From an optimization exercise on the open Yosys and OpenROAD flow, aimed at a short achievable clock period and few clock cycles; shortcuts taken in it are not production practice. RTL that was checked went through simulation tests only; none was proved equivalent to the original. Only the layout flow was run in runs 3 and 4; the RTL was not checked for function there. Power is estimated from default activity; no workload was simulated.

[flow/config.mk]
export PLATFORM = sky130hd
export DESIGN_NAME = CPU
export DESIGN_NICKNAME = CPU
export VERILOG_FILES = /design/flow/design.v
export SDC_FILE = /design/flow/constraint.sdc
export NUM_CORES = 4
export LEC_CHECK = 0
export CAP_MARGIN = 20
export CORE_MARGIN = 2
export CORE_UTILIZATION = 40
export SETUP_SLACK_MARGIN = 5
export SLEW_MARGIN = 20
[flow/constraint.sdc]
create_clock -name core_clock -period 10.0 [get_ports {clk}]
set_input_delay 2.0000 -clock core_clock [delete_from_list [all_inputs] [get_ports {clk}]]
set_output_delay 2.0000 -clock core_clock [all_outputs]
set_load 0.01 [all_outputs]
[flow/design.v]
`timescale 1ns / 1ps
module CPU#(parameter ADDR_BITS=12)(clk, rst, go, rom_data_out, ram_data_out, rom_addr, ram_addr,
            ram_data_in, ram_rw, led_data_in, halt);
    input clk, rst, go;
    input [31:0]rom_data_out;
    input [31:0]ram_data_out;
    output [9:0]rom_addr;
    output [ADDR_BITS-3:0]ram_addr;
    output [31:0]ram_data_in;
    output [31:0]led_data_in;
    output ram_rw;
    output halt;
    reg         e_valid;
    reg  [31:0] e_A, e_B, e_B2, e_v0, e_a0;
    reg  [4:0]  e_shamt, e_rd;
    reg         e_wr;
    reg         s_add, s_sub, s_and, s_or, s_nor, s_slt, s_sltu, s_sll, s_srl, s_sra, s_link, s_lw;
    reg         e_sw, e_br, e_bne, e_pt, e_jr, e_sys;
    reg  [31:0] e_alt, e_jrp, e_link;
    reg  [9:0]  e_maddr;
    reg         e_rw;
    wire        redirect;
    wire [31:0] redir_tgt;
    wire        d_redir;           
    wire        d_taken;
    wire [10:0] d_rlo;             
    wire        stall;
    wire [31:0] e_res;
    reg  [9:0]  pc_lo;
    reg         f_abs;
    reg  [19:0] f_hi;
    reg  [1:0]  f_b10;
    reg  [5:0]  f_dhi;
    reg         f_c;
    reg  [31:0] ras;
    assign rom_addr = pc_lo;
    wire [31:0] fi = rom_data_out;
    wire [5:0]  f_op = fi[31:26];
    wire        f_isj  = (f_op == 6'd2) | (f_op == 6'd3);
    wire        f_isbr = (f_op == 6'd4) | (f_op == 6'd5);
    wire        f_isjr = (f_op == 6'd0) & (fi[5:0] == 6'd8);
    wire        f_same = (fi[25:21] == fi[20:16]);
    wire        f_pt   = f_isbr & (f_same ? ~fi[26] : (fi[15] | fi[26]));
    wire [10:0] f_seq  = {1'b0, pc_lo} + 11'd1;
    wire [10:0] f_bt   = {1'b0, pc_lo} + {1'b0, fi[9:0]} + 11'd1;
    always @(posedge clk or posedge rst) begin
        if (rst) begin
            pc_lo <= 10'd0; f_abs <= 1'b1; f_hi <= 20'd0; f_b10 <= 2'd0; f_dhi <= 6'd0; f_c <= 1'b0;
        end else if (redirect) begin
            pc_lo <= redir_tgt[11:2]; f_abs <= 1'b1; f_hi <= redir_tgt[31:12]; f_b10 <= redir_tgt[1:0];
        end else if (d_redir) begin
            pc_lo <= d_rlo[9:0]; f_abs <= 1'b0; f_dhi <= d_taken ? d_ir[15:10] : 6'd0; f_c <= d_rlo[10];
        end else if (!stall) begin
            if (f_isj) begin
                pc_lo <= fi[9:0]; f_abs <= 1'b1; f_hi <= {4'b0000, fi[25:10]}; f_b10 <= 2'd0;
            end else if (f_isjr) begin
                pc_lo <= ras[11:2]; f_abs <= 1'b1; f_hi <= ras[31:12]; f_b10 <= ras[1:0];
            end else if (f_pt) begin
                pc_lo <= f_bt[9:0]; f_abs <= 1'b0; f_dhi <= fi[15:10]; f_c <= f_bt[10];
            end else begin
                pc_lo <= f_seq[9:0]; f_abs <= 1'b0; f_dhi <= 6'd0; f_c <= f_seq[10];
            end
        end
    end
    reg         d_valid;
    reg  [31:0] d_ir;
    reg  [9:0]  d_lo;
    reg         d_abs;
    reg  [19:0] d_hiabs;
    reg  [1:0]  d_b10abs;
    reg  [5:0]  d_dhi;
    reg         d_c;
    reg         d_pt;
    reg  [31:0] d_jrp;
    always @(posedge clk) begin
        if (rst | redirect | d_redir) d_valid <= 1'b0;
        else if (!stall) d_valid <= 1'b1;
        if (!stall) begin
            d_ir <= fi; d_lo <= pc_lo; d_abs <= f_abs; d_hiabs <= f_hi; d_b10abs <= f_b10;
            d_dhi <= f_dhi; d_c <= f_c; d_pt <= f_pt; d_jrp <= ras;
        end
    end
    reg  [19:0] last_hi;
    reg  [1:0]  last_b10;
    wire [19:0] d_hi  = d_abs ? d_hiabs : (last_hi + {{14{d_dhi[5]}}, d_dhi} + {19'd0, d_c});
    wire [1:0]  d_b10 = d_abs ? d_b10abs : last_b10;
    wire [31:0] d_pc  = {d_hi, d_lo, d_b10};
    wire [31:0] d_pc4 = d_pc + 32'd4;
    wire [5:0] op = d_ir[31:26];
    wire [5:0] fn = d_ir[5:0];
    wire [4:0] rs = d_ir[25:21];
    wire [4:0] rt = d_ir[20:16];
    wire [4:0] rd = d_ir[15:11];
    wire [15:0] imm = d_ir[15:0];
    wire rtype = (op == 6'd0);
    wire i_sll  = rtype & (fn == 6'd0);
    wire i_srl  = rtype & (fn == 6'd2);
    wire i_sra  = rtype & (fn == 6'd3);
    wire i_jr   = rtype & (fn == 6'd8);
    wire i_sys  = rtype & (fn == 6'd12);
    wire i_add  = rtype & ((fn == 6'd32) | (fn == 6'd33));
    wire i_sub  = rtype & (fn == 6'd34);
    wire i_and  = rtype & (fn == 6'd36);
    wire i_or   = rtype & (fn == 6'd37);
    wire i_nor  = rtype & (fn == 6'd39);
    wire i_slt  = rtype & (fn == 6'd42);
    wire i_sltu = rtype & (fn == 6'd43);
    wire i_jal  = (op == 6'd3);
    wire i_beq  = (op == 6'd4);
    wire i_bne  = (op == 6'd5);
    wire i_addi = (op == 6'd8);
    wire i_addiu= (op == 6'd9);
    wire i_slti = (op == 6'd10);
    wire i_andi = (op == 6'd12);
    wire i_ori  = (op == 6'd13);
    wire i_lw   = (op == 6'd35);
    wire i_sw   = (op == 6'd43);
    wire r_alu  = i_sll | i_srl | i_sra | i_add | i_sub | i_and | i_or | i_nor | i_slt | i_sltu;
    wire i_alu  = i_addi | i_addiu | i_slti | i_andi | i_ori | i_lw;
    wire [4:0] dst = i_jal ? 5'd31 : (r_alu ? rd : rt);
    wire wr = (r_alu | i_alu | i_jal) & (dst != 5'd0);
    wire use_imm = i_addi | i_addiu | i_slti | i_andi | i_ori | i_lw | i_sw;
    wire sext = i_addi | i_slti | i_lw | i_sw;
    wire [31:0] immv = {{16{sext & imm[15]}}, imm};
    wire [31:0] d_bt = d_pc4 + {{14{imm[15]}}, imm, 2'b00};
    wire [31:0] zk = {e_A[30:0] | e_B2[30:0], 1'b0};
    wire        sum0 = ((e_A ^ e_B2) == zk);
    wire        d_fast = d_valid & (i_beq | i_bne) & e_valid & e_wr & s_add &
                         (((e_rd == rs) & (rt == 5'd0)) | ((e_rd == rt) & (rs == 5'd0)));
    assign d_taken = sum0 ^ i_bne;
    assign d_redir = d_fast & (d_taken ^ d_pt) & ~redirect;
    wire [10:0] d_seq = {1'b0, d_lo} + 11'd1;
    wire [10:0] d_tk  = {1'b0, d_lo} + {1'b0, imm[9:0]} + 11'd1;
    assign d_rlo = d_taken ? d_tk : d_seq;
    reg [31:0] rf [1:31];
    wire e_w = e_valid & e_wr;
    wire [31:0] rf_s  = (rs == 5'd0) ? 32'd0 : rf[rs];
    wire [31:0] rf_t  = (rt == 5'd0) ? 32'd0 : rf[rt];
    wire byp_s = e_w & (e_rd == rs);
    wire byp_t = e_w & (e_rd == rt);
    wire [31:0] rs_v  = byp_s ? e_res : rf_s;
    wire [31:0] rt_v  = byp_t ? e_res : rf_t;
    wire [31:0] b2_v  = (byp_t & ~use_imm) ? e_res : (use_imm ? immv : rf_t);
    wire [11:0] d_maddr = rs_v[11:0] + imm[11:0];
    wire [31:0] v0_v  = (e_w & (e_rd == 5'd2)) ? e_res : rf[2];
    wire [31:0] a0_v  = (e_w & (e_rd == 5'd4)) ? e_res : rf[4];
    always @(posedge clk) begin
        if (e_w) rf[e_rd] <= e_res;
    end
    always @(posedge clk) begin
        if (!stall & d_valid) begin
            last_hi <= d_hi; last_b10 <= d_b10;
        end
        if (!stall & d_valid & i_jal) ras <= d_pc4;
    end
    always @(posedge clk) begin
        if (rst | redirect) begin e_valid <= 1'b0; e_rw <= 1'b0; end
        else if (!stall) begin e_valid <= d_valid; e_rw <= d_valid & i_sw; end
        if (!stall) begin
            e_A <= rs_v; e_B <= rt_v; e_B2 <= b2_v; e_v0 <= v0_v; e_a0 <= a0_v;
            e_shamt <= d_ir[10:6]; e_rd <= dst; e_wr <= wr;
            s_add <= i_add | i_addi | i_addiu; s_sub <= i_sub; s_and <= i_and | i_andi;
            s_or <= i_or | i_ori; s_nor <= i_nor; s_slt <= i_slt | i_slti; s_sltu <= i_sltu;
            s_sll <= i_sll; s_srl <= i_srl; s_sra <= i_sra; s_link <= i_jal; s_lw <= i_lw;
            e_sw <= i_sw; e_br <= i_beq | i_bne; e_bne <= i_bne; e_pt <= d_fast ? d_taken : d_pt;
            e_jr <= i_jr; e_sys <= i_sys;
            e_alt <= d_pt ? d_pc4 : d_bt;
            e_jrp <= d_jrp; e_link <= d_pc4;
            e_maddr <= d_maddr[11:2];
        end
    end
    wire [31:0] sum  = e_A + e_B2;
    wire [31:0] diff = e_A - e_B2;
    wire        lt   = $signed(e_A) < $signed(e_B2);
    wire        ltu  = e_A < e_B2;
    wire [31:0] shl  = e_B2 << e_shamt;
    wire [31:0] shr  = e_B2 >> e_shamt;
    wire [31:0] sar  = $signed(e_B2) >>> e_shamt;
    assign e_res = ({32{s_add}} & sum) | ({32{s_sub}} & diff) | ({32{s_and}} & (e_A & e_B2)) |
                   ({32{s_or}} & (e_A | e_B2)) | ({32{s_nor}} & ~(e_A | e_B2)) |
                   ({32{s_slt}} & {31'd0, lt}) | ({32{s_sltu}} & {31'd0, ltu}) |
                   ({32{s_sll}} & shl) | ({32{s_srl}} & shr) | ({32{s_sra}} & sar) |
                   ({32{s_link}} & e_link) | ({32{s_lw}} & ram_data_out);
    assign ram_addr    = e_maddr;
    assign ram_data_in = e_B;
    assign ram_rw      = e_rw;
    wire eq    = (e_A == e_B);
    wire taken = eq ^ e_bne;
    assign redirect  = e_valid & ((e_br & (taken ^ e_pt)) | (e_jr & (e_A != e_jrp)));
    assign redir_tgt = e_jr ? e_A : e_alt;
    wire is34  = (e_v0 == 32'd34);
    wire pause = e_valid & e_sys & ~is34;
    reg  h_halt, h_rel;
    assign stall = pause & ~h_rel;
    assign halt  = h_halt;
    always @(posedge clk) begin
        if (rst) begin h_halt <= 1'b0; h_rel <= 1'b0; end
        else if (h_halt) begin if (go) begin h_halt <= 1'b0; h_rel <= 1'b1; end end
        else if (h_rel) h_rel <= 1'b0;
        else if (pause) h_halt <= 1'b1;
    end
    reg [31:0] led;
    always @(posedge clk or posedge rst) begin
        if (rst) led <= 32'd0;
        else if (e_valid & e_sys & is34) led <= e_a0;
    end
    assign led_data_in = led;
endmodule
[flow/run.sh]
#!/bin/bash
# synth_recipe.tcl (not shown) runs the flow's synth.tcl, then flattens the netlist and writes it again
# the make line also repeats each setting of config.mk as NAME=value (left out here)
make -C /OpenROAD-flow-scripts/flow DESIGN_CONFIG=/design/flow/config.mk WORK_HOME=/design/flow/orfs CLKGATE_MAP_FILE= SYNTH_SCRIPT=/design/flow/synth_recipe.tcl finish
==> results of run 1 <==
-- sequential cells by signal (all words and copies together), names as in the netlist, 30 cells and up, named ones only --
register	flops
d_jrp	32
rf	992
e_link	32
d_ir	32
e_a0	32
e_alt	30
ras	32
e_A	32
e_B	32
e_v0	32
led	32
e_B2	32
e_jrp	32
-- logic make-up (layout without fill, tap and decap cells) --
kind of cell	Yosys count	count (layout)	share of synthesized area
other	0	2	0
muxes	981	981	0.215
and+or+nand+nor	1032	1032	0.0587
buffers and inverters	519	874	0.0256
DFF	1530	1530	0.564
AOI/OAI and AO/OA	1017	1017	0.0813
xor gates and xnor gates	240	240	0.0262
adders and majority gates	183	183	0.0291
-- worst max-delay path, cell delays in order, from the launching register on --
cell	delay (ns)
edfxtp_1	0.41
fa_2	0.46
inv_2	0.08
fa_2	0.20
nor2b_1	0.06
o31a_1	0.29
o21ai_2	0.17
nand2b_1	0.11
xnor2_2	0.15
o21ai_2	0.14
buf_4	0.13
nand2_2	0.05
nor2_4	0.14
xor2_4	0.24
ha_4	0.26
a21o_1	0.20
a21oi_2	0.17
nand2_1	0.07
or4_4	0.43
a31oi_4	0.19
o21ai_1	0.11
nand4_1	0.11
nand3_2	0.09
o41ai_2	0.26
xnor2_1	0.11
mux2_2	0.26
-- cell usage after synthesis (all sizes together) (8+ instances only) --
cell type | n | area, um^2
nor4 | 36 | 225
buf | 129 | 596
edfxtp | 1443 | 43300
nor3 | 56 | 280
inv | 163 | 612
a31oi | 29 | 181
o21ai | 272 | 1370
o221ai | 14 | 123
o211ai | 26 | 200
xor2 | 93 | 822
a211oi | 88 | 671
clkbuf | 224 | 841
and2 | 9 | 56.3
nor2 | 338 | 1270
o21bai | 21 | 158
mux2i | 275 | 2750
mux4 | 592 | 13300
nor2b | 31 | 194
o311ai | 8 | 70.1
o21a | 19 | 143
nand2 | 323 | 1210
a21oi | 270 | 1350
nand4 | 43 | 275
nand3 | 77 | 385
a21o | 59 | 444
mux2 | 114 | 1280
a221oi | 10 | 87.6
nand2b | 38 | 238
ha | 176 | 2200
o22ai | 28 | 181
a222oi | 30 | 300
xnor2 | 147 | 1290
o31ai | 27 | 216
a211o | 16 | 140
and3 | 18 | 113
or2 | 10 | 62.6
a22oi | 16 | 120
or3 | 23 | 149
dfxtp | 15 | 300
dfrtp | 71 | 1780
a21bo | 11 | 110
-- metrics by stage --
step           worst slack [ns]  std cells
6_report                   4.85       8515
5_1_grt                    4.64       8513
4_1_cts                    4.84       8457
3_5_place_dp               3.75       8114
3_3_place_gp               3.82       8114
2_1_floorplan              5.02       5502
-- path summary, 6_finish.rpt --
path	slack, ns	endpoint
worst max-delay path	4.85	e_alt[30]$_DFFE_PN_
worst min-delay path	0.42	e_jrp[23]$_DFFE_PN_
worst max register to register	4.85	e_alt[30]$_DFFE_PN_
worst min register to register	0.42	e_jrp[23]$_DFFE_PN_
max in group asynchronous	7.26	f_dhi[3]$_DFFE_PP0P_
min in group asynchronous	1.66	pc_lo[2]$_DFFE_PP0P_
-- final cells by class --
cell class	count	area (um^2)
fillers	17300	107000
flip-flops and latches	1530	45500
multi-input cells	3453	34100
clock buffers	203	4440
repair buffers	397	3550
well taps	2656	3320
clock inverters	104	1250
inverters	166	644
repair inverters	4	30.0
diodes	2	5.00
-- metal layers --
| metal | vias up | part of all wire | track usage |
|---|---|---|---|
| li1 | 22400 | - | - |
| met1 | 28000 | 0.38 | 0.366 |
| met2 | 2933 | 0.47 | 0.444 |
| met3 | 570 | 0.085 | 0.0456 |
| met4 | 4 | 0.060 | 0.142 |
| met5 | - | 0.00012 | 0 |
-- power breakdown --
part	internal, uW	switching [uW]	total [uW]
clock network	3790	2640	6430
registers	7410	395	7810
logic	1390	2120	3510
total	12600	5160	17700
-- what timing repair did --
item                       4_1_cts  5_1_grt
gates cloned                     3        1
setup endpoints to repair      209      147
resized for setup               88       60
buffers inserted                33       54
hold buffers                     0        0
pin swaps                       13       25
==> flow_summary.json, run 1 <==
{
  "final_core_util": 0.464,
  "dr_total_vias": 53900,
  "synth_edf_count": 1443,
  "synth.cell_area_mm2": 0.0806,
  "cap_viol_max_count": 0,
  "clk_pin_slew_ns": 0.06,
  "start_util": 0.403,
  "antenna_left": 0,
  "critPathRequiredTime_ns": 10.56,
  "r2r_cells": 25,
  "dp_hpwl_um": 192000,
  "synth-async-reset-ratio": 0.0471,
  "path_max_fanout": 6,
  "ios": 153,
  "worst_slew_pin_slew_ns": 1.13,
  "yosysSeqAreaShare": 0.564,
  "detailedRoute.firstIterationViolations": 7050,
  "min_delay_path_depth": 0,
  "fin_area_mm2": 0.0928,
  "netlist_instances": 5502,
  "cp.arrival_ns": 5.71,
  "synthDistinctLibCells": 101,
  "track_usage": 0.277,
  "clk_path_buf_depth": 3,
  "cts_sinks": 1530,
  "worstSetupPathType": "flip-flop to flip-flop",
  "synth_nets": 5752,
  "tritoncts": "done",
  "io_buffers": 152,
  "core_mm2": 0.200,
  "antenna_found_initial": 7,
  "fp-row-count": 164,
  "period_needed_ns": 5.15,
  "hold_start": "d_jrp[23]$_DFFE_PN_",
  "grt_pass1_wl_um": 404000,
  "total_power_uw": 17700,
  "drive_above_1_share": 0.242,
  "cp-end-kind": "flip-flop",
  "drt_pass1_iterations": 8,
  "die_w_um": 453,
  "slew_viol_final": 0,
  "slew_headroom": 0.237,
  "powerDensity_mw_per_mm2": 191,
  "holdWs_ns": 0.417,
  "die_h_um": 453,
  "yosysWarnings": 1,
  "grt_pass1_vias": 52600,
  "via_per_inst": 6.33,
  "crit_start": "d_dhi[0]$_DFFE_PN_",
  "vdd_drop_max_mv": 0.222,
  "syn_area_per_cell_um2": 14.6,
  "final_common_cell": "edfxtp_1",
  "synth_seq_cells": 1530,
  "cts_buffers": 165,
  "skew_ns": 0.0552,
  "drt_wl_total_um": 288000,
  "period_share": 0.515,
  "die-area_mm2": 0.205,
  "cp-start-kind": "flip-flop",
  "root_buffer": "clkbuf_16",
  "avgRoutedWirePerCell_um": 33.8,
  "grt_max_degree": 178,
  "placed_area_mm2": 0.0857,
  "synth_flop_cell": "edfxtp_1",
  "setup_viol": 0,
  "leakagePower_uw": 0.0325,
  "rsz0062_at_grt": "true",
  "fin_nets": 5967,
  "drc_errors": 0,
  "setup_tns_ns": 0,
  "reg2reg_from": "d_dhi[0]$_DFFE_PN_",
  "grt_overflow": 0,
  "min-delay-path-class": "flip-flop to flip-flop",
  "max_freq_mhz": 194,
  "finalHoldViolations": 0,
  "h-tree-depth": 4,
  "area_delta_synth_final_pct": 15.1,
  "insertion_delay_ns": 0.84,
  "final_cell_mix": "edfxtp_1 (1,443), mux4_2 (592), nand2_1 (320)",
  "status": "timing/DRC/antenna clean",
  "gp_congestion": 0.990
}
Testbench counts, summed over its fixed seeds: cycles 72,601.
==> run 2: changes to the inputs <==
==> flow/flow/run.sh (new file) <==
#!/bin/bash
# Own flow: the standard layout (standard synthesis included), with the
# setup repair asked to leave a larger slack margin at the design's own clock
# period and constraints, so that repair_timing keeps working below 5 ns.
set -euo pipefail
export SETUP_SLACK_MARGIN=6.8
bash standard.sh > standard_flow.log 2>&1
==> flow/standard.sh (new file) <==
#!/bin/bash
# synth_recipe.tcl (not shown) runs the flow's synth.tcl, then flattens the netlist and writes it again
# the make line also repeats each setting of config.mk as NAME=value (left out here)
make -C /OpenROAD-flow-scripts/flow DESIGN_CONFIG=/design/flow/config.mk WORK_HOME=/design/flow/orfs CLKGATE_MAP_FILE= SYNTH_SCRIPT=/design/flow/synth_recipe.tcl "${@:-finish}"
--- a/flow/config.mk
+++ b/flow/config.mk
@@ -8,5 +8,4 @@
 export CAP_MARGIN = 20
 export CORE_MARGIN = 2
 export CORE_UTILIZATION = 40
-export SETUP_SLACK_MARGIN = 5
 export SLEW_MARGIN = 20
removed: flow/run.sh
==> flow_summary.json, run 2 <==
{
  "die-area_mm2": 0.205,
  "yosysWarnings": 1,
  "cts_hold_buffers": 0,
  "synth_edf_count": 1443,
  "cp.arrival_ns": 5.75,
  "skew_ns": 0.0656,
  "slew_headroom": 0.232,
  "vdd_drop_max_mv": 0.152,
  "synth_compound_area_frac": 0.0813,
  "status": "timing/DRC/antenna clean",
  "grt_pass1_vias": 57700,
  "min-delay-path-class": "flip-flop to flip-flop",
  "grt_max_degree": 75,
  "powerDensity_mw_per_mm2": 182,
  "detailedRoute.firstIterationViolations": 8566,
  "cts_sinks": 1530,
  "synthTopCellsByCount": "edfxtp_1 (1,443), mux4_2 (592), nor2_1 (337), nand2_1 (322), mux2i_1 (275)",
  "netlist_instances": 5502,
  "grt_pass1_wl_um": 455000,
  "grt_overflow": 0,
  "synth_nets": 5752,
  "setup_tns_ns": 0,
  "area_delta_synth_final_pct": 32.1,
  "track_usage": 0.317,
  "gp_congestion": 1.03,
  "antenna_left": 0,
  "worst_slew_pin_slew_ns": 1.15,
  "synth_flop_cell": "edfxtp_1",
  "post-place-cells": 8116,
  "final_common_cell": "edfxtp_1",
  "core_mm2": 0.200,
  "finalNonFillerCells": 9185,
  "slew_viol_final": 0,
  "num-fill-cells": 16000,
  "tritoncts": "done",
  "rsz0062_at_grt": "true",
  "synth_largest_area_cell": "edfxtp_1",
  "synthMuxAreaShare": 0.215,
  "syn_area_per_cell_um2": 14.6,
  "critPathRequiredTime_ns": 10.57,
  "drt_pass1_iterations": 9,
  "die_h_um": 453,
  "clk_path_buf_depth": 3,
  "start_util": 0.403,
  "cts_buffers": 164,
  "largest_reg_flops": 992,
  "synthSimpleGateAreaFrac": 0.0587,
  "max_freq_mhz": 193,
  "synth_seq_cells": 1530,
  "drc_errors": 0,
  "synth_most_common_cell": "edfxtp_1",
  "cp-end-kind": "flip-flop",
  "path_max_fanout": 4,
  "clk_pin_slew_ns": 0.06,
  "avgRoutedWirePerCell_um": 36.3,
  "netlist.area_leader.share": 0.538,
  "fin_area_mm2": 0.106,
  "dp_hpwl_um": 195000,
  "synth_xor_area_frac": 0.0262,
  "cap_viol_max_count": 0,
  "fp-row-count": 164,
  "setup_viol": 0,
  "yosysSeqAreaShare": 0.564,
  "finalHoldViolations": 0,
  "cp-start-kind": "flip-flop",
  "via_per_inst": 6.48,
  "placed_area_mm2": 0.0863,
  "register_area_mm2": 0.0455,
  "multi_input_area_mm2": 0.0392,
  "fin_nets": 6641,
  "antenna_found_initial": 6,
  "h-tree-depth": 4,
  "dr_total_vias": 59500,
  "drive_above_1_share": 0.427,
  "final_cell_mix": "edfxtp_1 (1,443), mux4_2 (592), buf_4 (461)",
  "synth.cell_area_mm2": 0.0806,
  "synth-async-reset-ratio": 0.0471,
  "leakagePower_uw": 0.0384,
  "synthDistinctLibCells": 101,
  "drt_wl_total_um": 334000,
  "io_buffers": 152,
  "period_needed_ns": 5.17,
  "root_buffer": "clkbuf_16",
  "yosys-top-cells-area": "edfxtp_1 (54%), mux4_2 (17%), mux2i_1 (3.4%), ha_1 (2.7%), dfrtp_1 (2.2%)",
  "period_share": 0.517,
  "yosys.area_share.adder": 0.0291,
  "worstSetupPathType": "flip-flop to flip-flop",
  "ios": 153,
  "total_power_uw": 19400,
  "insertion_delay_ns": 0.85,
  "die_w_um": 453,
  "synth_top_family_by_area": "multiplexers",
  "top_register": "rf"
}
run 2: worst max-delay path, stage by stage, from the launching register on:
cell and delay, ns:
edfxtp_1 0.40, fa_2 0.46, a211o_1 0.34, a211oi_4 0.24, nor2_2 0.10, o21a_1 0.21, o21a_1 0.20, o31ai_4 0.25
buf_4 0.16, buf_6 0.10, xor2_4 0.22, ha_4 0.25, a21o_1 0.19, a21oi_2 0.16, nand2_1 0.07, or4_4 0.43
a31oi_4 0.19, o21ai_2 0.12, nand4_1 0.12, nand3_2 0.09, o41ai_2 0.24, xnor2_1 0.10, mux2_2 0.26
run 2: power breakdown:
part	switching, uW	internal [uW]
registers	328	7410
logic	3110	2550
clock network	2650	3330
run 2: per-stage QoR:
stage | utilization | hold WS [ns] | setup WS [ns]
finish | 0.532 | 0.417 | 4.83
global placement | 0.431 | 0.401 | 4.18
CTS | 0.514 | 0.418 | 4.73
floorplan | - | 0.400 | 5.22
detailed placement | 0.431 | 0.405 | 4.18
global route | 0.532 | 0.422 | 4.53
run 2: final timing paths:
check | from | end | slack, ns | cells after the start
max | d_dhi[0]$_DFFE_PN_ | e_alt[30]$_DFFE_PN_ | 4.83 | 22
min | d_jrp[2]$_DFFE_PN_ | e_jrp[2]$_DFFE_PN_ | 0.42 | 0
max reg2reg | d_dhi[0]$_DFFE_PN_ | e_alt[30]$_DFFE_PN_ | 4.83 | 22
min reg2reg | d_jrp[2]$_DFFE_PN_ | e_jrp[2]$_DFFE_PN_ | 0.42 | 0
max in group asynchronous | rst | f_hi[18]$_DFFE_PP0P_ | 7.17 | 3
min in group asynchronous | rst | pc_lo[3]$_DFFE_PP0P_ | 1.76 | 2
run 2: timing repair:
| action | in CTS | in global routing |
|---|---|---|
| gates cloned | 90 | 18 |
| setup endpoints to repair | 2034 | 1548 |
| pin swaps | 267 | 217 |
| gates resized for setup | 1685 | 459 |
| setup buffers | 496 | 160 |
run 2: kinds of logic (layout without fill, tap and decap cells):
group / count (synthesis) / count (layout)
multiplexers: 981 / 981
XOR/XNOR: 240 / 240
AND/OR/NAND/NOR: 1032 / 1033
adder cells (fa/ha/maj): 183 / 183
other: 0 / 4
AO/OA/AOI/OAI: 1017 / 1029
flip-flops: 1530 / 1530
buffers and inverters: 519 / 1529
run 2: cell type report:
type,instances,share of cell area
Antenna cell,4,0.0000940
Clock buffer,217,0.0413
Clock inverter,83,0.00796
Inverter,166,0.00693
Multi-Input combinational cell,3466,0.368
Sequential cell,1530,0.427
Tap cell,2656,0.0312
Timing Repair Buffer,1050,0.116
Timing Repair inverter,13,0.000917
run 2: per-layer routing:
| layer | global-route usage | vias to the layer above | share of wire |
|---|---|---|---|
| met5 | 0 | - | 0.000024 |
| met2 | 0.483 | 3993 | 0.45 |
| met1 | 0.400 | 30700 | 0.36 |
| met3 | 0.0888 | 1015 | 0.11 |
| li1 | - | 23800 | - |
| met4 | 0.199 | 2 | 0.079 |
==> run 3: changes to the inputs <==
--- a/flow/design.v
+++ b/flow/design.v
@@ -17,13 +17,8 @@
     reg         s_add, s_sub, s_and, s_or, s_nor, s_slt, s_sltu, s_sll, s_srl, s_sra, s_link, s_lw;
     reg         e_sw, e_br, e_bne, e_pt, e_jr, e_sys;
     reg  [31:0] e_alt, e_jrp, e_link;
-    reg  [9:0]  e_maddr;
-    reg         e_rw;
     wire        redirect;
     wire [31:0] redir_tgt;
-    wire        d_redir;           
-    wire        d_taken;
-    wire [10:0] d_rlo;             
     wire        stall;
     wire [31:0] e_res;
     reg  [9:0]  pc_lo;
@@ -48,8 +43,6 @@
             pc_lo <= 10'd0; f_abs <= 1'b1; f_hi <= 20'd0; f_b10 <= 2'd0; f_dhi <= 6'd0; f_c <= 1'b0;
         end else if (redirect) begin
             pc_lo <= redir_tgt[11:2]; f_abs <= 1'b1; f_hi <= redir_tgt[31:12]; f_b10 <= redir_tgt[1:0];
-        end else if (d_redir) begin
-            pc_lo <= d_rlo[9:0]; f_abs <= 1'b0; f_dhi <= d_taken ? d_ir[15:10] : 6'd0; f_c <= d_rlo[10];
         end else if (!stall) begin
             if (f_isj) begin
                 pc_lo <= fi[9:0]; f_abs <= 1'b1; f_hi <= {4'b0000, fi[25:10]}; f_b10 <= 2'd0;
@@ -73,7 +66,7 @@
     reg         d_pt;
     reg  [31:0] d_jrp;
     always @(posedge clk) begin
-        if (rst | redirect | d_redir) d_valid <= 1'b0;
+        if (rst | redirect) d_valid <= 1'b0;
         else if (!stall) d_valid <= 1'b1;
         if (!stall) begin
             d_ir <= fi; d_lo <= pc_lo; d_abs <= f_abs; d_hiabs <= f_hi; d_b10abs <= f_b10;
@@ -123,15 +116,6 @@
     wire sext = i_addi | i_slti | i_lw | i_sw;
     wire [31:0] immv = {{16{sext & imm[15]}}, imm};
     wire [31:0] d_bt = d_pc4 + {{14{imm[15]}}, imm, 2'b00};
-    wire [31:0] zk = {e_A[30:0] | e_B2[30:0], 1'b0};
-    wire        sum0 = ((e_A ^ e_B2) == zk);
-    wire        d_fast = d_valid & (i_beq | i_bne) & e_valid & e_wr & s_add &
-                         (((e_rd == rs) & (rt == 5'd0)) | ((e_rd == rt) & (rs == 5'd0)));
-    assign d_taken = sum0 ^ i_bne;
-    assign d_redir = d_fast & (d_taken ^ d_pt) & ~redirect;
-    wire [10:0] d_seq = {1'b0, d_lo} + 11'd1;
-    wire [10:0] d_tk  = {1'b0, d_lo} + {1'b0, imm[9:0]} + 11'd1;
-    assign d_rlo = d_taken ? d_tk : d_seq;
     reg [31:0] rf [1:31];
     wire e_w = e_valid & e_wr;
     wire [31:0] rf_s  = (rs == 5'd0) ? 32'd0 : rf[rs];
@@ -141,32 +125,30 @@
     wire [31:0] rs_v  = byp_s ? e_res : rf_s;
     wire [31:0] rt_v  = byp_t ? e_res : rf_t;
     wire [31:0] b2_v  = (byp_t & ~use_imm) ? e_res : (use_imm ? immv : rf_t);
-    wire [11:0] d_maddr = rs_v[11:0] + imm[11:0];
     wire [31:0] v0_v  = (e_w & (e_rd == 5'd2)) ? e_res : rf[2];
     wire [31:0] a0_v  = (e_w & (e_rd == 5'd4)) ? e_res : rf[4];
     always @(posedge clk) begin
         if (e_w) rf[e_rd] <= e_res;
     end
     always @(posedge clk) begin
-        if (!stall & d_valid) begin
+        if (!stall) begin
             last_hi <= d_hi; last_b10 <= d_b10;
         end
         if (!stall & d_valid & i_jal) ras <= d_pc4;
     end
     always @(posedge clk) begin
-        if (rst | redirect) begin e_valid <= 1'b0; e_rw <= 1'b0; end
-        else if (!stall) begin e_valid <= d_valid; e_rw <= d_valid & i_sw; end
+        if (rst | redirect) e_valid <= 1'b0;
+        else if (!stall) e_valid <= d_valid;
         if (!stall) begin
             e_A <= rs_v; e_B <= rt_v; e_B2 <= b2_v; e_v0 <= v0_v; e_a0 <= a0_v;
             e_shamt <= d_ir[10:6]; e_rd <= dst; e_wr <= wr;
             s_add <= i_add | i_addi | i_addiu; s_sub <= i_sub; s_and <= i_and | i_andi;
             s_or <= i_or | i_ori; s_nor <= i_nor; s_slt <= i_slt | i_slti; s_sltu <= i_sltu;
             s_sll <= i_sll; s_srl <= i_srl; s_sra <= i_sra; s_link <= i_jal; s_lw <= i_lw;
-            e_sw <= i_sw; e_br <= i_beq | i_bne; e_bne <= i_bne; e_pt <= d_fast ? d_taken : d_pt;
+            e_sw <= i_sw; e_br <= i_beq | i_bne; e_bne <= i_bne; e_pt <= d_pt;
             e_jr <= i_jr; e_sys <= i_sys;
             e_alt <= d_pt ? d_pc4 : d_bt;
             e_jrp <= d_jrp; e_link <= d_pc4;
-            e_maddr <= d_maddr[11:2];
         end
     end
     wire [31:0] sum  = e_A + e_B2;
@@ -181,23 +163,26 @@
                    ({32{s_slt}} & {31'd0, lt}) | ({32{s_sltu}} & {31'd0, ltu}) |
                    ({32{s_sll}} & shl) | ({32{s_srl}} & shr) | ({32{s_sra}} & sar) |
                    ({32{s_link}} & e_link) | ({32{s_lw}} & ram_data_out);
-    assign ram_addr    = e_maddr;
+    wire [11:0] maddr = e_A[11:0] + e_B2[11:0];
+    assign ram_addr    = maddr[11:2];
     assign ram_data_in = e_B;
-    assign ram_rw      = e_rw;
+    assign ram_rw      = e_valid & e_sw;
     wire eq    = (e_A == e_B);
     wire taken = eq ^ e_bne;
     assign redirect  = e_valid & ((e_br & (taken ^ e_pt)) | (e_jr & (e_A != e_jrp)));
     assign redir_tgt = e_jr ? e_A : e_alt;
     wire is34  = (e_v0 == 32'd34);
     wire pause = e_valid & e_sys & ~is34;
-    reg  h_halt, h_rel;
-    assign stall = pause & ~h_rel;
-    assign halt  = h_halt;
+    reg  [1:0] hst;
+    assign stall = pause & (hst != 2'd2);
+    assign halt  = (hst == 2'd1);
     always @(posedge clk) begin
-        if (rst) begin h_halt <= 1'b0; h_rel <= 1'b0; end
-        else if (h_halt) begin if (go) begin h_halt <= 1'b0; h_rel <= 1'b1; end end
-        else if (h_rel) h_rel <= 1'b0;
-        else if (pause) h_halt <= 1'b1;
+        if (rst) hst <= 2'd0;
+        else case (hst)
+            2'd0: if (pause) hst <= 2'd1;
+            2'd1: if (go) hst <= 2'd2;
+            default: hst <= 2'd0;
+        endcase
     end
     reg [31:0] led;
     always @(posedge clk or posedge rst) begin
==> flow/run.sh (new file) <==
#!/bin/bash
# synth_recipe.tcl (not shown) runs the flow's synth.tcl, then flattens the netlist and writes it again
# the make line also repeats each setting of config.mk as NAME=value (left out here)
make -C /OpenROAD-flow-scripts/flow DESIGN_CONFIG=/design/flow/config.mk WORK_HOME=/design/flow/orfs CLKGATE_MAP_FILE= SYNTH_SCRIPT=/design/flow/synth_recipe.tcl finish
removed: flow/flow/run.sh
removed: flow/standard.sh
==> flow_summary.json, run 3 <==
{
  "synth_nets": 5563,
  "gp_congestion": 1.02,
  "slew_viol_final": 0,
  "synth_largest_area_cell": "edfxtp_1",
  "yosysWarnings": 1,
  "skew_ns": 0.0372,
  "yosys-top-cells-area": "edfxtp_1 (54%), mux4_2 (17%), mux2i_1 (3.0%), ha_1 (2.5%), dfrtp_1 (2.2%)",
  "die-area_mm2": 0.201,
  "p_sw_frac": 0.297,
  "p_seq_frac": 0.457,
  "path_max_fanout": 7,
  "final_common_cell": "edfxtp_1",
  "dp_hpwl_um": 183000,
  "track_usage": 0.272,
  "synth.cell_area_mm2": 0.0791,
  "cp-end-kind": "output pin",
  "yosysSeqAreaShare": 0.570,
  "synth_compound_area_frac": 0.0833,
  "grt_pass1_wl_um": 392000,
  "reg2reg_from": "d_dhi[0]$_DFFE_PN_",
  "drt_wl_total_um": 278000,
  "syn_area_per_cell_um2": 14.8,
  "via_per_inst": 6.39,
  "path_buf_inv": 2,
  "area_delta_synth_final_pct": 12.7,
  "critPathTopFamily": "compound AO/OA/AOI/OAI gates",
  "tritoncts": "done",
  "cts_hold_buffers": 0,
  "netlist_instances": 5331,
  "grt_pass1_vias": 51600,
  "fin_nets": 5668,
  "cp-start-kind": "flip-flop",
  "yosys.area_share.adder": 0.0267,
  "clk_path_buf_depth": 3,
  "finalHoldViolations": 0,
  "use_met1": 0.349,
  "core_mm2": 0.197,
  "h-tree-depth": 4,
  "top_usage_layer": "met2",
  "synthMuxAreaShare": 0.215,
  "cp.arrival_ns": 4.24,
  "setup_tns_ns": 0,
  "path_cells": "inv_1, ha_1, a211oi_1, o21ai_0, a31oi_1, o21bai_1, nand3_1, nand2_1, xnor2_1, clkdlybuf4s50_1",
  "die_w_um": 449,
  "register_area_mm2": 0.0451,
  "min-delay-path-class": "flip-flop to flip-flop",
  "synth_flop_cell": "edfxtp_1",
  "detailedRoute.firstIterationViolations": 7074,
  "period_needed_ns": 6.24,
  "fp-row-count": 163,
  "top_register": "rf",
  "synth-async-reset-ratio": 0.0474,
  "combPwrFrac": 0.204,
  "dr_total_vias": 52400,
  "synth_seq_cells": 1518,
  "r2r_setup_slack_ns": 4.29,
  "grt.met2_usage": 0.437,
  "ios": 153,
  "r2r_cells": 22,
  "synth_top_family_by_area": "multiplexers",
  "start_util": 0.402,
  "clk_pin_slew_ns": 0.06,
  "avgRoutedWirePerCell_um": 33.9,
  "max_freq_mhz": 160,
  "setup_viol": 0,
  "num-fill-cells": 17300,
  "worst_slew_pin_slew_ns": 1.17,
  "vdd_drop_max_mv": 0.187,
  "worstSetupPathType": "flip-flop to output pin",
  "antenna_found_initial": 14,
  "period_share": 0.624,
  "critPathRequiredTime_ns": 8.00,
  "grt_max_degree": 143,
  "post_cts_resized": 0,
  "synthSimpleGateAreaFrac": 0.0593,
  "holdWs_ns": 0.417,
  "rsz0062_at_grt": "false",
  "leakagePower_uw": 0.0309,
  "synth_xor_area_frac": 0.0203,
  "p_switching_uw": 5150,
  "p_clk_frac": 0.339,
  "drc_errors": 0,
  "grt_overflow": 0,
  "die_h_um": 449,
  "cap_viol_max_count": 0,
  "final_cell_mix": "edfxtp_1 (1,432), mux4_2 (588), nor2_1 (302)",
  "cts_sinks": 1518,
  "multi_input_area_mm2": 0.0323,
  "timing.rr.end": "e_alt[30]$_DFFE_PN_",
  "crit_start": "e_A[1]$_DFFE_PN_",
  "drt_pass1_iterations": 12,
  "powerDensity_mw_per_mm2": 194,
  "post_cts_buffers": 0,
  "slew_headroom": 0.216,
  "cp_slowest_cell": "edfxtp_1",
  "p_int_uw": 12200,
  "insertion_delay_ns": 0.82,
  "synth_edf_count": 1432,
  "root_buffer": "clkbuf_16",
  "status": "timing/DRC/antenna clean",
  "netlist.area_leader.share": 0.544,
  "cp.depth": 10,
  "critPathMaxStageDelay_ns": 0.73,
  "endpoint": "ram_addr[9]",
  "synth_most_common_cell": "edfxtp_1",
  "drive_above_1_share": 0.213,
  "io_buffers": 152,
  "antenna_left": 0,
  "largest_reg_flops": 992,
  "synthDistinctLibCells": 95,
  "synthTopCellsByCount": "edfxtp_1 (1,432), mux4_2 (588), nor2_1 (331), nand2_1 (291), clkbuf_1 (254)",
  "grt_use_met3": 0.0470,
  "cts_buffers": 162
}
[run 3: changes by cell type after synthesis, sizes merged, moves of 30 or more]
cell	previous run	this run
xnor2	147	100
o21ai	272	229
clkbuf	224	254
a21oi	270	211
nand2	323	291
mux2i	275	238
a211oi	88	136
[run 3: per-layer routing]
layer  part of all wire  vias to the layer above
met4              0.065                        6
met2               0.47                     2840
met5            0.00014                        -
li1                   -                    21700
met3              0.082                      636
met1               0.38                    27300
[run 3: kinds of logic after synthesis]
group | Yosys count
xor gates and xnor gates | 183
muxes | 949
AOI/OAI and AO/OA | 981
and+or+nand+nor | 1012
buffers and inverters | 523
DFF | 1518
adders and majority gates | 165
[run 3: layout make-up]
cell class | instances | share of cell area
Inverter | 163 | 0.00687
Tap cell | 2640 | 0.0370
Timing Repair Buffer | 301 | 0.0306
Antenna cell | 4 | 0.000112
Sequential cell | 1518 | 0.506
Multi-Input combinational cell | 3290 | 0.363
Clock buffer | 205 | 0.0481
Clock inverter | 85 | 0.00887
[run 3: power groups by stage]
stage	combinational (uW)	clock, uW	sequential, uW
after global placement	3470	0	8050
after floorplan	2320	0	7750
final	3540	5870	7930
after detailed placement	3470	0	8040
after CTS	3490	5960	7920
after global routing	3810	6190	7940
[run 3: worst reg2reg max path, stage by stage (launching register included)]
cell      delay [ns]
edfxtp_1        0.40
fa_1            0.48
inv_1           0.09
fa_1            0.40
nor2b_1         0.15
a211oi_1        0.30
nand4_1         0.16
a21oi_1         0.29
nand3_1         0.24
nor4b_2         0.46
and4_1          0.36
nor2_1          0.13
ha_1            0.38
nand3_1         0.09
nor2_1          0.16
and4_1          0.24
nand2_1         0.06
o211ai_1        0.08
a31oi_1         0.09
o21ai_0         0.34
a31oi_1         0.15
xnor2_1         0.14
mux2_1          0.28
[run 3: through the flow]
stage,area [um^2],std cells,setup slack [ns],total power [uW],util
floorplan,79100,5331,1.73,10100,-
global placement,84100,7912,4.32,11500,0.427
detailed placement,84100,7912,4.27,11500,0.427
CTS,89200,8202,3.76,17400,0.453
global route,89200,8203,3.59,17900,0.453
finish,89200,8206,3.76,17300,0.453
[run 3: worst min-delay path by stage]
stage | startpoint | end | slack (ns) | depth (start not counted)
2_1_floorplan | d_jrp[0]$_DFFE_PN_ | e_jrp[0]$_DFFE_PN_ | 0.40 | 0
3_3_place_gp | d_jrp[31]$_DFFE_PN_ | e_jrp[31]$_DFFE_PN_ | 0.40 | 0
3_5_place_dp | d_jrp[13]$_DFFE_PN_ | e_jrp[13]$_DFFE_PN_ | 0.41 | 0
4_1_cts | d_jrp[11]$_DFFE_PN_ | e_jrp[11]$_DFFE_PN_ | 0.41 | 0
5_1_grt | d_jrp[11]$_DFFE_PN_ | e_jrp[11]$_DFFE_PN_ | 0.42 | 0
6_report | d_jrp[11]$_DFFE_PN_ | e_jrp[11]$_DFFE_PN_ | 0.42 | 0
==> run 4: changes to the inputs <==
--- a/flow/config.mk
+++ b/flow/config.mk
@@ -8,4 +8,5 @@
 export CAP_MARGIN = 20
 export CORE_MARGIN = 2
 export CORE_UTILIZATION = 40
+export SETUP_SLACK_MARGIN = 5
 export SLEW_MARGIN = 20
==> flow_summary.json, run 4 <==
{
  "synth_most_common_cell": "edfxtp_1",
  "grt_pass1_vias": 51400,
  "path_buf_inv": 4,
  "period_needed_ns": 5.32,
  "synthMuxAreaShare": 0.215,
  "drc_errors": 0,
  "tritoncts": "done",
  "cts_hold_buffers": 0,
  "cp.arrival_ns": 3.32,
  "reg2reg_from": "last_hi[0]$_DFFE_PN_",
  "synth_compound_area_frac": 0.0833,
  "gp_congestion": 0.988,
  "worstSetupPathType": "flip-flop to output pin",
  "skew_ns": 0.0526,
  "crit_start": "e_A[1]$_DFFE_PN_",
  "synth.cell_area_mm2": 0.0791,
  "dp_hpwl_um": 188000,
  "critPathTopFamily": "compound AO/OA/AOI/OAI gates",
  "final_cell_mix": "edfxtp_1 (1,432), mux4_2 (588), nor2_1 (294)",
  "dp_slack_ns": 4.06,
  "grt_max_degree": 160,
  "endpoint": "ram_addr[9]",
  "fin_ws_ns": 4.68,
  "largest_reg_flops": 992,
  "yosys.area_share.adder": 0.0267,
  "final_common_cell": "edfxtp_1",
  "finalHoldViolations": 0,
  "die-area_mm2": 0.201,
  "cp.depth": 12,
  "rsz0062_at_grt": "true",
  "status": "timing/DRC/antenna clean",
  "yosys-top-cells-area": "edfxtp_1 (54%), mux4_2 (17%), mux2i_1 (3.0%), ha_1 (2.5%), dfrtp_1 (2.2%)",
  "drt_pass1_iterations": 10,
  "powerDensity_mw_per_mm2": 198,
  "fp-row-count": 163,
  "slew_viol_final": 0,
  "ios": 153,
  "period_share": 0.532,
  "synth-async-reset-ratio": 0.0474,
  "min-delay-path-class": "flip-flop to flip-flop",
  "die_h_um": 449,
  "synth_xor_area_frac": 0.0203,
  "clk_path_buf_depth": 3,
  "register_area_mm2": 0.0451,
  "area_delta_synth_final_pct": 15.3,
  "grt_pass1_wl_um": 396000,
  "synthDistinctLibCells": 95,
  "fin_nets": 5770,
  "cp-start-kind": "flip-flop",
  "die_w_um": 449,
  "cp_slowest_cell": "edfxtp_1",
  "slew_headroom": 0.200,
  "cts_sinks": 1518,
  "antenna_left": 0,
  "synth_nets": 5563,
  "synthTopCellsByCount": "edfxtp_1 (1,432), mux4_2 (588), nor2_1 (331), nand2_1 (291), clkbuf_1 (254)",
  "dr_total_vias": 52800,
  "drive_above_1_share": 0.250,
  "h-tree-depth": 4,
  "critPathRequiredTime_ns": 8.00,
  "clk_pin_slew_ns": 0.06,
  "timing.rr.end": "e_alt[31]$_DFFE_PN_",
  "drt_wl_total_um": 282000,
  "cts_buffers": 163,
  "setup_viol": 0,
  "synth_top_family_by_area": "multiplexers",
  "yosysWarnings": 1,
  "grt_overflow": 0,
  "cap_viol_max_count": 0,
  "num-fill-cells": 17200,
  "avgRoutedWirePerCell_um": 33.9,
  "r2r_setup_slack_ns": 4.79,
  "path_max_fanout": 3,
  "track_usage": 0.275,
  "path_cells": "buf_4, buf_6, inv_2, ha_4, a211oi_4, o21ai_2, a31oi_1, o21bai_1, nand3_1, nand2_2, xnor2_2, buf_2",
  "vdd_drop_max_mv": 0.154,
  "core_mm2": 0.197,
  "synth_seq_cells": 1518,
  "detailedRoute.firstIterationViolations": 7046,
  "synthSimpleGateAreaFrac": 0.0593,
  "critPathMaxStageDelay_ns": 0.53,
  "multi_input_area_mm2": 0.0332,
  "leakagePower_uw": 0.0316,
  "syn_area_per_cell_um2": 14.8,
  "worst_slew_pin_slew_ns": 1.19,
  "r2r_cells": 21,
  "max_freq_mhz": 188,
  "netlist_instances": 5331,
  "netlist.area_leader.share": 0.544,
  "io_buffers": 152,
  "yosysSeqAreaShare": 0.570,
  "top_register": "rf",
  "antenna_found_initial": 9,
  "synth_edf_count": 1432,
  "synth_largest_area_cell": "edfxtp_1",
  "via_per_inst": 6.34,
  "insertion_delay_ns": 0.84,
  "synth_flop_cell": "edfxtp_1",
  "root_buffer": "clkbuf_16",
  "setup_tns_ns": 0,
  "cp-end-kind": "output pin",
  "start_util": 0.402
}
[run 4: per-stage QoR]
stage	total power, uW	hold WS, ns	cell area (um^2)	std cells	util
2_1_floorplan	10100	0.400	79100	5331	-
3_3_place_gp	11600	0.403	84100	7915	0.427
3_5_place_dp	11600	0.406	84100	7915	0.427
4_1_cts	17900	0.416	90500	8265	0.459
5_1_grt	18600	0.425	91200	8307	0.463
6_report	18000	0.418	91200	8315	0.463
[run 4: layout make-up]
class / count / share of cell area
Timing Repair Buffer: 397 / 0.0383
Multi-Input combinational cell: 3290 / 0.364
Timing Repair inverter: 5 / 0.000412
Inverter: 163 / 0.00701
Clock inverter: 82 / 0.0101
Antenna cell: 9 / 0.000247
Tap cell: 2640 / 0.0362
Sequential cell: 1518 / 0.495
Clock buffer: 211 / 0.0491
[run 4: worst min path at each step]
stage                        startpoint             endpoint  slack [ns]  cells past startpoint
floorplan            d_jrp[0]$_DFFE_PN_   e_jrp[0]$_DFFE_PN_        0.40                      0
global placement    d_jrp[31]$_DFFE_PN_  e_jrp[31]$_DFFE_PN_        0.40                      0
detailed placement  d_jrp[14]$_DFFE_PN_  e_jrp[14]$_DFFE_PN_        0.41                      0
CTS                  d_jrp[1]$_DFFE_PN_   e_jrp[1]$_DFFE_PN_        0.42                      0
global route        d_jrp[27]$_DFFE_PN_  e_jrp[27]$_DFFE_PN_        0.42                      0
finish               d_jrp[1]$_DFFE_PN_   e_jrp[1]$_DFFE_PN_        0.42                      0
[run 4: report_power, final]
| group | total [uW] | internal, uW | switching (uW) |
|---|---|---|---|
| clock | 6130 | 3520 | 2610 |
| sequential | 7890 | 7450 | 434 |
| combinational | 4020 | 1630 | 2390 |
| total | 18000 | 12600 | 5430 |
[run 4: what timing repair did]
item                                   CTS  global route
setup endpoints to repair              483           354
pin swaps                               27            30
gates cloned                             1             4
endpoints found under the hold margin    0             0
setup buffers                           56            37
resized for setup                      129            81
[run 4: logic make-up (layout without fill, tap and decap cells)]
family	Yosys count	after routing
DFF	1518	1518
adders and majority gates	165	165
muxes	949	949
buffers and inverters	523	858
and+or+nand+nor	1012	1012
xor gates and xnor gates	183	183
other	0	9
AOI/OAI and AO/OA	981	981
[run 4: metal layers]
| metal | routed length (um) | track usage | up-vias |
|---|---|---|---|
| met5 | 13 | 0 | - |
| met4 | 16000 | 0.136 | 2 |
| met3 | 22800 | 0.0435 | 561 |
| met2 | 135000 | 0.446 | 2711 |
| met1 | 108000 | 0.360 | 27600 |
| li1 | - | - | 21900 |
[run 4: worst reg2reg max path: cells and delay by family, from the launching register on]
family / cells / cell delay, ns
flops: 1 / 0.41
buf+inv: 1 / 0.07
xor+xnor: 3 / 0.62
fa+ha+maj: 3 / 0.98
compound gates: 9 / 1.98
simple gates: 5 / 0.90

[static timing again, ports no longer ideal]
The results above use ideal ports. As a check the final layouts listed here were re-extracted and re-timed, cells and wires unchanged. Step 1, drivers: a clkbuf_16 drives clk and a buf_2 each remaining input, both assumed. Step 2 adds t to the input delays and takes it off the output delays; t is the mean of the earliest and latest rising clock arrival at the registers after step 1. Input paths then give back, and output paths get back, about the clock's delay inside the block. Slacks: ideal / step 1 / step 2; pairs: ideal / step 1.
run | shift t [ns] | slack for setup (ns) | hold WS [ns] | worst setup path after step 2 | cell pins on the clock port's net
run 1 | 0.905 | 4.849 / 4.849 / 4.302 | 0.417 / 0.417 / 0.417 | input to register | 1
run 2 | 0.916 | 4.827 / 4.827 / 4.804 | 0.417 / 0.417 / 0.417 | input to register | 1
run 3 | 0.883 | 3.759 / 3.676 / 4.290 | 0.417 / 0.417 / 0.417 | register to register | 1
run 4 | 0.909 | 4.683 / 4.585 / 4.144 | 0.418 / 0.418 / 0.418 | input to register | 1
After both steps every run listed still meets setup and hold. The setup slack of run 1, which loses most, moves by 0.000 ns with the drivers and by -0.547 ns with both steps.
